What follows belongs to an exercise in optimizing a design on an open flow for small area; a production flow would make more cautious choices.
Function was checked by simulation only, so behaviour that the tests miss may differ from the original.
Power figures rest on the tool's default switching activity, not on a simulated workload.

$ cat flow/run.sh
#!/bin/bash
# synth_recipe.tcl (not shown) runs the flow's synth.tcl, then flattens the netlist and writes it again
# the make line also repeats each setting of config.mk as NAME=value (left out here)
make -C /OpenROAD-flow-scripts/flow DESIGN_CONFIG=/design/flow/config.mk WORK_HOME=/design/flow/orfs CLKGATE_MAP_FILE= SYNTH_SCRIPT=/design/flow/synth_recipe.tcl finish
$ cat flow/config.mk
export PLATFORM = sky130hd
export DESIGN_NAME = p_1d
export DESIGN_NICKNAME = p_1d
export VERILOG_FILES = /design/flow/design.v
export SDC_FILE = /design/flow/constraint.sdc
export NUM_CORES = 4
export LEC_CHECK = 0
export CAP_MARGIN = 20
export CORE_MARGIN = 2
export CORE_UTILIZATION = 40
export SLEW_MARGIN = 20
$ cat flow/constraint.sdc
create_clock -name core_clock -period 7.0 [get_ports {clk}]
set_input_delay 1.4000 -clock core_clock [delete_from_list [all_inputs] [get_ports {clk}]]
set_output_delay 1.4000 -clock core_clock [all_outputs]
set_load 0.01 [all_outputs]
$ cat flow/design.v
module multAdd4x8(
	input [0:7] a_pq, input [0:7] b_pq, 
	input [0:7] a_rs, input [0:7] b_rs, 
	output [0:16] c_mn
	);
	wire [0:15] ab_pq = a_pq*b_pq;
	wire [0:15] ab_rs = a_rs*b_rs;
	assign c_mn = ab_pq+ab_rs;
endmodule
module matMult4x4x8(
	input [0:7] a_11, input [0:7] b_11, 
	input [0:7] a_12, input [0:7] b_12, 
	input [0:7] a_21, input [0:7] b_21, 
	input [0:7] a_22, input [0:7] b_22, 
	output [0:16] c_11,
	output [0:16] c_12,
	output [0:16] c_21,
	output [0:16] c_22
	);
	multAdd4x8 ma_11 (a_11, b_11, a_12, b_21, c_11);
	multAdd4x8 ma_12 (a_11, b_12, a_12, b_22, c_12);
	multAdd4x8 ma_21 (a_21, b_11, a_22, b_21, c_21);
	multAdd4x8 ma_22 (a_21, b_12, a_22, b_22, c_22);
endmodule
module p_1d(
	input clk, input rst, 
	input [0:7] a_11, input [0:7] b_11, 
	input [0:7] a_12, input [0:7] b_12, 
	input [0:7] a_21, input [0:7] b_21, 
	input [0:7] a_22, input [0:7] b_22, 
	output [0:16] c_11,
	output [0:16] c_12,
	output [0:16] c_21,
	output [0:16] c_22
	);
	wire [0:16] w_11, w_12, w_21, w_22;
	reg [0:16] r_11, r_12, r_21, r_22;
	assign c_11 = r_11;
	assign c_12 = r_12;
	assign c_21 = r_21;
	assign c_22 = r_22;
	matMult4x4x8 mm4x4x8 (	
		a_11, b_11, a_12, b_12,
		a_21, b_21, a_22, b_22,	
		w_11, w_12, w_21, w_22
		);
	always @(posedge clk) begin
		if (rst) begin
			r_11 <= 8'b0;
			r_12 <= 8'b0;
			r_21 <= 8'b0;
			r_22 <= 8'b0;
		end
		else begin
			r_11 <= w_11;
			r_12 <= w_12;
			r_21 <= w_21;
			r_22 <= w_22;
		end
	end
endmodule
==> out/metrics.yaml <==
status: "complete, no violations"
finalNetCount: 3102
required_ps: 7260
port_buffers: 133
place_area_um2: 23000
crit_arrival_ps: 7020
grt_overflow: 0
finalCriticalPeriod_ps: 6760
ys_seq_elements: 68
yosysUniqueCellTypes: 56
ant_nets: 0
clk_path_buf_depth: 2
maxCapViolCount: 0
dr.pass1.iters: 4
syn_nets: 2896
cts_tree: "done"
drv_slew: 0
cts-root-buf: "clkbuf_16"
synth-main-ff-cell: "dfxtp_1"
gp_congestion: 0.851
stdcell_area_um2: 23300
die_h_um: 225
yosysTopAreaCellShare_pct: 39.7
path_class: "in2reg"
track_usage_pct: 20.2
post_cts_buffers: 0
synth_area_per_cell_um2: 8.97
dieArea_um2: 50700
gr-max-usage-layer: "met2"
antenna_found_initial: 2
cts-buffers-inserted: 9
finalHoldViolCount: 0
coreArea_um2: 48600
drt-total-wl_um: 46800
synth_top_area_cell: "fa_1"
area_growth_pct: 19.1
synthArstFlopShare_pct: 0
vias_per_cell: 4.91
end_kind: "flop"
io_pins: 134
synthCells: 2182
path_clk_slew_ps: 70
worstHoldPathType: "in2reg"
synth_area_um2: 19600
start_util_pct: 40.2
period_share_pct: 96.5
use_met2_pct: 34.4
setup_viol: 0
setup_ws_ps: 243
powerDensity_nw_per_um2: 513
cp_max_fo: 7
seq_area_frac_synth_pct: 6.95
ir_drop_uv: 492
gr-usage-met3_pct: 3.36
dr_total_vias: 14800
synth_area_leaders: "fa_1 (40%), ha_1 (17%), and2_1 (11%)"
wl_per_cell_um: 15.5
synth_enable_flop_cells: 0
synthTopCellsByCount: "inv_1 (534), fa_1 (388), and2_1 (339), ha_1 (260), nand2_1 (199)"
grt_pass1_vias: 16500
pre_cts_slack_ps: -113
start_kind: "primary input"
grt_max_degree: 90
fmax_mhz: 148
grt_pass1_wl_um: 80600
drt_first_iter_violations: 677
drive_gt1_share_pct: 7.44
power.leakage_nw: 12.1
yosys_warnings: 1
grtUsageMet1_pct: 25.9
cts_num_sinks: 68
max_slew_margin_pct: 33.9
rsz0062_at_grt: "no"
cts.htree.levels: 3
synth_most_common_cell: "inv_1"
die-width_um: 225
finish.utilization_pct: 47.9
antennaDiodeCount: 0
rows: 81
drc: 0
dp_hpwl_um: 39400
holdBufCountCts: 0
worst_pin_slew_ps: 991
layout by cell type, fill, tap and decap left out, types with 15 or more instances in the layout:
master | Yosys | routed
nor2b_1 | 33 | 33
buf_12 | 0 | 43
ha_1 | 260 | 260
and2_1 | 339 | 339
inv_1 | 534 | 534
nor2_1 | 54 | 54
clkdlybuf4s50_1 | 0 | 132
xnor2_1 | 16 | 16
nand2_1 | 199 | 199
dfxtp_1 | 68 | 68
o21ai_0 | 19 | 19
fa_1 | 388 | 388
buf_4 | 0 | 96
a21o_1 | 19 | 19
xor2_1 | 15 | 15
a21oi_1 | 46 | 46
per-stage QoR:
step | instances | setup TNS, ps | power [W] | hold slack, ps
CTS | 3015 | 0 | 0.0121 | 1640
global route | 3015 | 0 | 0.0136 | 1700
global placement | 2999 | -22.9 | 0.0113 | 2050
finish | 3015 | 0 | 0.0120 | 1650
floorplan | 2182 | 0 | 0.00789 | 1700
detailed placement | 2999 | -429 | 0.0114 | 2070
final cells by class:
| type | instances | area, um^2 |
|---|---|---|
| fill | 4727 | 25300 |
| multi-input combinational | 1504 | 15900 |
| clock inverter | 5 | 83.8 |
| clock buffer | 11 | 253 |
| sequential | 68 | 1360 |
| tap | 622 | 778 |
| timing repair buffer | 271 | 2900 |
| inverter | 534 | 2000 |
path summary, 6_finish.rpt:
check | end | cells after the start | startpoint | slack, ps
min | r_22[4]$_SDFF_PP0_ | 2 | rst | 1650
max | r_12[1]$_SDFF_PP0_ | 17 | b_22[5] | 240
power breakdown:
part           switching (W)  internal, W
clock network       0.000203     0.000331
registers          0.0000446     0.000598
logic                0.00552      0.00526
total                0.00577      0.00619
state kept, by name, indices dropped and copies added, names as in the netlist:
signal / count
r_21: 17
r_22: 17
r_12: 17
r_11: 17
per-layer routing:
| layer | part of all wire [%] | vias up |
|---|---|---|
| met3 | 4.5 | 68 |
| li1 | - | 6896 |
| met1 | 43 | 7526 |
| met2 | 49 | 297 |
| met4 | 2.9 | 4 |
| met5 | 0.051 | - |
critical path: stages:
cell and delay [ps]:
clkdlybuf4s50_1 580, buf_4 250, and2_1 160, fa_1 510
fa_1 580, fa_1 460, fa_1 420, fa_1 510
inv_1 50, fa_1 470, inv_1 40, ha_1 340
a21o_1 180, a31oi_1 190, o21ai_1 140, a311oi_1 350
mux2_2 380
cells by family after synthesis:
family | share of synthesized area (%)
xor+xnor | 1.39
flops | 6.95
fa+ha+maj | 56.3
compound gates | 4.72
buf+inv | 11.7
mux | 0.741
simple gates | 18.2
repair_timing:
item	4_1_cts	5_1_grt
endpoints found under the hold margin	0	0
gates resized for setup	0	1
endpoints found under the setup margin	0	1

port drivers added, routing unchanged:
How much do the figures lean on ideal ports? The routed layout below was timed once more, with nothing changed but the port constraints. Step 1: set_driving_cell puts a clkbuf_16 on clk and a buf_2 on each other input, an assumption about the parent block. Step 2 adds t to the input delays and takes it off the output delays; t is the mean of the earliest and latest rising clock arrival at the registers after step 1. Input paths then give back, and output paths get back, about the clock's delay inside the block. Three values: ideal, step 1, step 2; two values: the first two.
t (ns): 0.435
setup slack, ns: 0.243 / 0.253 / -0.183
latest minus earliest clock arrival (ns): 0.014 / 0.013
worst register clock-pin slew, ns: 0.07 / 0.07
worst data-port slew with drivers (ns): 0.07
With both steps, setup timing fails in this run, where it was met with ideal ports. The setup slack of this run moves by +0.010 ns with the drivers and by -0.426 ns with both steps.
